Background: an optimization exercise with open tools, aiming at small area and a short achievable clock period. Do not read the settings as production practice.
Where RTL was checked, it was by simulation tests only, not by an equivalence proof against the original.

main:
// lab4_2
module lab4_2( 
              input wire      mode,
              input wire[2:0] opCode,
              input wire[3:0] value,
              input clk,
              input reset,
              output reg[9:0] result,
              output reg cacheFull,
              output reg invalidOp,
              output reg overflow);
	reg [9:0] p1;
	reg [4:1] p1_one;
	reg [4:0] p1_two;
	wire [11:0] re = {1'b0, result, 1'b0};
	wire [4:1] r_one;
	wire [4:0] r_two;
	genvar d;
	generate
		for (d = 0; d < 5; d = d + 1) begin : enc
			if (d > 0) assign r_one[d] = re[2*d+1] ^ re[2*d];
			assign r_two[d] = (re[2*d+2] & ~re[2*d+1] & ~re[2*d]) | (~re[2*d+2] & re[2*d+1] & re[2*d]);
		end
	endgenerate
	reg [5:0] j;
	reg       w;
	reg [5:0] size;
	reg [3:0] offset;
	reg [2:0] ops  [0:31];
	reg [3:0] vals [0:31];
	reg [2:0] op;
	reg [3:0] v;
	reg       is_setr;	 
	wire in_ok   = ~(opCode[1] & opCode[0]);
	wire load_ok = ~mode & in_ok & ~size[5];
	wire [31:0] dec = 32'd1 << size[4:0];
	wire [31:0] wen;
	l42_wen wdec (.ld(load_ok), .dec(dec), .en(wen));
	genvar e;
	generate
		for (e = 0; e < 32; e = e + 1) begin : wr
			always @(posedge clk) begin
				if (wen[e]) begin
					ops[e]  <= opCode;
					vals[e] <= value;
				end
			end
		end
	endgenerate
	wire is_add2 = ~op[2] & op[0];
	wire is_fma  = ~op[2] & op[1];
	wire [11:0] sadd = {2'b00, result} + (is_add2 ? {2'b00, p1} : 12'd0) + {8'd0, v};
	wire [10:0] tf;
	l42_mac mac (.a(result), .b(p1), .e_one(p1_one), .e_two(p1_two), .v(v), .t(tf));
	reg big;
	integer m;
	always @(*) begin
		big = 1'b0;
		for (m = 1; m < 10; m = m + 1)
			big = big | ((|(result >> m)) & (|(p1 >> (10 - m))));
	end
	wire [2:0] pc_lo, pc_hi;
  ...
clock: 8.0 ns
lec_check: 0
cap_margin: 20
core_margin: 2
core_utilization: 40
cts_buf_list: sky130_fd_sc_hd__clkbuf_16
cts_cluster_diameter: 100
cts_cluster_size: 22
setup_slack_margin: 4.0
slew_margin: 20
synth_hierarchical: 1
synth_minimum_keep_size: 0
run.sh (not shown) runs the stock make flow with config.mk's settings and CLKGATE_MAP_FILE= SYNTH_SCRIPT=/design/flow/synth_recipe.tcl, a recipe that flattens the netlist after the stock synthesis.
For the feature branch, these inputs were changed with respect to main:
diff --git a/flow/design.v b/flow/design.v
--- a/flow/design.v
+++ b/flow/design.v
@@ -54,20 +54,22 @@
 	l42_mac mac (.a(result), .b(p1), .e_one(p1_one), .e_two(p1_two), .v(v), .t(tf));
 	reg big;
 	integer m;
 	always @(*) begin
 		big = 1'b0;
 		for (m = 1; m < 10; m = m + 1)
 			big = big | ((|(result >> m)) & (|(p1 >> (10 - m))));
 	end
-	wire [2:0] pc_lo, pc_hi;
-	l42_pc5 pcl (.x(result[4:0]), .n(pc_lo));
-	l42_pc5 pch (.x(result[9:5]), .n(pc_hi));
-	wire [3:0] popc = pc_lo + pc_hi;
+	reg [3:0] popc;
+	integer q;
+	always @(*) begin
+		popc = 4'd0;
+		for (q = 0; q < 10; q = q + 1) popc = popc + result[q];
+	end
 	wire [9:0] brev = {result[0], result[1], result[2], result[3], result[4],
 	                   result[5], result[6], result[7], result[8], result[9]};
 	wire       fsel = mode & is_fma;
 	wire [9:0] oth_res = (mode & ~is_setr) ? (op[2] ? (op[0] ? brev : {6'd0, popc}) : sadd[9:0]) : result;
 	wire       oth_ovf = mode & (is_setr ? overflow : (~op[2] & (sadd[11] | sadd[10])));
 	wire [9:0] res_d;
 	wire       ovf_d;
 	l42_fin fin (.sel(fsel), .t(tf), .big(big), .o_res(oth_res), .o_ovf(oth_ovf), .res(res_d), .ovf(ovf_d));
@@ -82,18 +84,17 @@
 			assign flat[7*e +: 7] = {ops[e], vals[e]};
 		end
 	endgenerate
 	wire [6:0] rdq;
 	l42_rd rdm (.m(flat), .idx(i_new[4:0]), .q(rdq));
 	wire [2:0] f_op = f_valid ? rdq[6:4] : 3'b000;
 	wire [3:0] f_v  = f_valid ? rdq[3:0] : 4'b0000;
 	wire [5:0] j_new = i_new + 6'd1;
-	wire [5:0] s_dec = size - 6'd1;
-	wire       w_new = w ? ({2'b00, off_new} == s_dec) : (j == s_dec);
+	wire       w_new = w ? ({2'b00, off_new} + 6'd1 == size) : (j + 6'd1 == size);
 	wire [5:0] s_inc = size + 6'd1;
 	always @(posedge clk or posedge reset) begin
 		if (reset) begin
 			result <= 10'd0; overflow <= 1'b0;
 		end else begin
 			result <= res_d;
 			overflow <= ovf_d;
 		end
@@ -156,28 +157,16 @@
 	assign y = d[s];
 endmodule
 module l42_fin(input wire sel, input wire [10:0] t, input wire big,
                input wire [9:0] o_res, input wire o_ovf,
                output wire [9:0] res, output wire ovf);
 	assign res = sel ? t[9:0] : o_res;
 	assign ovf = sel ? (big | t[10]) : o_ovf;
 endmodule
-module l42_pc5(input wire [4:0] x, output reg [2:0] n);
-	always @(*) begin
-		case (x)
-			5'd0: n = 3'd0;
-			5'd1, 5'd2, 5'd4, 5'd8, 5'd16: n = 3'd1;
-			5'd3, 5'd5, 5'd6, 5'd9, 5'd10, 5'd12, 5'd17, 5'd18, 5'd20, 5'd24: n = 3'd2;
-			5'd7, 5'd11, 5'd13, 5'd14, 5'd19, 5'd21, 5'd22, 5'd25, 5'd26, 5'd28: n = 3'd3;
-			5'd31: n = 3'd5;
-			default: n = 3'd4;
-		endcase
-	end
-endmodule
 module l42_mac(input wire [9:0] a, input wire [9:0] b, input wire [4:1] e_one,
                input wire [4:0] e_two, input wire [3:0] v, output wire [10:0] t);
 	wire [10:0] aa = {1'b0, a};
 	wire pp0_0;
 	l42_pp upp0_0 (.one(b[0]), .two(e_two[0]), .neg(b[1]), .x1(aa[0]), .x0(1'b0), .y(pp0_0));
 	wire pp0_1;
 	l42_pp upp0_1 (.one(b[0]), .two(e_two[0]), .neg(b[1]), .x1(aa[1]), .x0(aa[0]), .y(pp0_1));
 	wire pp0_2;
@@ -340,25 +329,22 @@
 	wire p3_7 = p2_7 & p2_3;
 	wire g4_8 = g0[8] | (p0[8] & g3_7);
 	wire p4_8 = p0[8] & p3_7;
 	wire g4_9 = g1_9 | (p1_9 & g3_7);
 	wire p4_9 = p1_9 & p3_7;
 	wire g4_10 = g2_10 | (p2_10 & g3_7);
 	wire p4_10 = p2_10 & p3_7;
 	assign s[0] = p0[0];
-	l42_x2 ux1 (.a(p0[1]), .b(g0[0]), .y(s[1]));
-	l42_x2 ux2 (.a(p0[2]), .b(g1_1), .y(s[2]));
-	l42_x2 ux3 (.a(p0[3]), .b(g2_2), .y(s[3]));
-	l42_x2 ux4 (.a(p0[4]), .b(g2_3), .y(s[4]));
-	l42_x2 ux5 (.a(p0[5]), .b(g3_4), .y(s[5]));
-	l42_x2 ux6 (.a(p0[6]), .b(g3_5), .y(s[6]));
-	l42_x2 ux7 (.a(p0[7]), .b(g3_6), .y(s[7]));
-	l42_x2 ux8 (.a(p0[8]), .b(g3_7), .y(s[8]));
-	l42_x2 ux9 (.a(p0[9]), .b(g4_8), .y(s[9]));
-	l42_x2 ux10 (.a(p0[10]), .b(g4_9), .y(s[10]));
+	assign s[1] = p0[1] ^ g0[0];
+	assign s[2] = p0[2] ^ g1_1;
+	assign s[3] = p0[3] ^ g2_2;
+	assign s[4] = p0[4] ^ g2_3;
+	assign s[5] = p0[5] ^ g3_4;
+	assign s[6] = p0[6] ^ g3_5;
+	assign s[7] = p0[7] ^ g3_6;
+	assign s[8] = p0[8] ^ g3_7;
+	assign s[9] = p0[9] ^ g4_8;
+	assign s[10] = p0[10] ^ g4_9;
 endmodule
 module l42_pp(input wire one, input wire two, input wire neg, input wire x1, input wire x0, output wire y);
 	assign y = ((one & x1) | (two & x0)) ^ neg;
 endmodule
-module l42_x2(input wire a, input wire b, output wire y);
-	assign y = a ^ b;
-endmodule
[summary]
- In the feature branch, the largest stage delay on the critical path came out 0.11 ns below the value in main.
- Critical path endpoint: result[9] -> main, result[8] -> the feature branch
- The feature branch gives more global placement routability congestion than main did.
- Higher clock period minus final worst setup slack was reported by main, not the feature branch.
- Against main as the reference, the feature branch delivers a lower compound-cell area share of the yosys netlist.
- Taking main as the reference, in the feature branch detailed-routing wirelength on met1 now smaller; global-route wire length before repair +about 3%; ratio of final minimum period to clock period decreased 0.97 points; number of library cell types mapped by synthesis decreased about 17%; post-detailed-placement cell area shows a reduction of about 1.5%.
- Looking at average routed wire per standard cell, the feature branch sits about 3.5% above main.
Only the layout flow was run in main; the RTL was not checked for function there.

## port drivers added, routing unchanged
The flow's constraints put no driver on any port. The routed layouts listed below were extracted and timed again, unchanged, in two steps. Step 1 (the two cells are an assumption about what drives the block):
set clk [get_ports {clk}]
set_driving_cell -lib_cell sky130_fd_sc_hd__clkbuf_16 $clk
set_driving_cell -lib_cell sky130_fd_sc_hd__buf_2 [delete_from_list [all_inputs] $clk]
Step 2 also shifts input and output timing later by t, the mid clock arrival at the registers, as if the neighbouring blocks saw the same clock. Three values: ideal, step 1, step 2; two values: the first two.
run	t (ns)	setup WS [ns]	worst setup path after step 2	latest minus earliest clock arrival (ns)	worst register clock-pin slew, ns
main	0.542	4.079 / 4.079 / 3.645	input to register	0.025 / 0.025	0.10 / 0.10
the feature branch	0.552	4.156 / 4.156 / 3.833	input to register	0.021 / 0.021	0.10 / 0.10
After both steps every run listed still meets setup and hold. For main, which loses most, drivers alone change the setup slack by 0.000 ns; drivers and shift together by -0.434 ns.
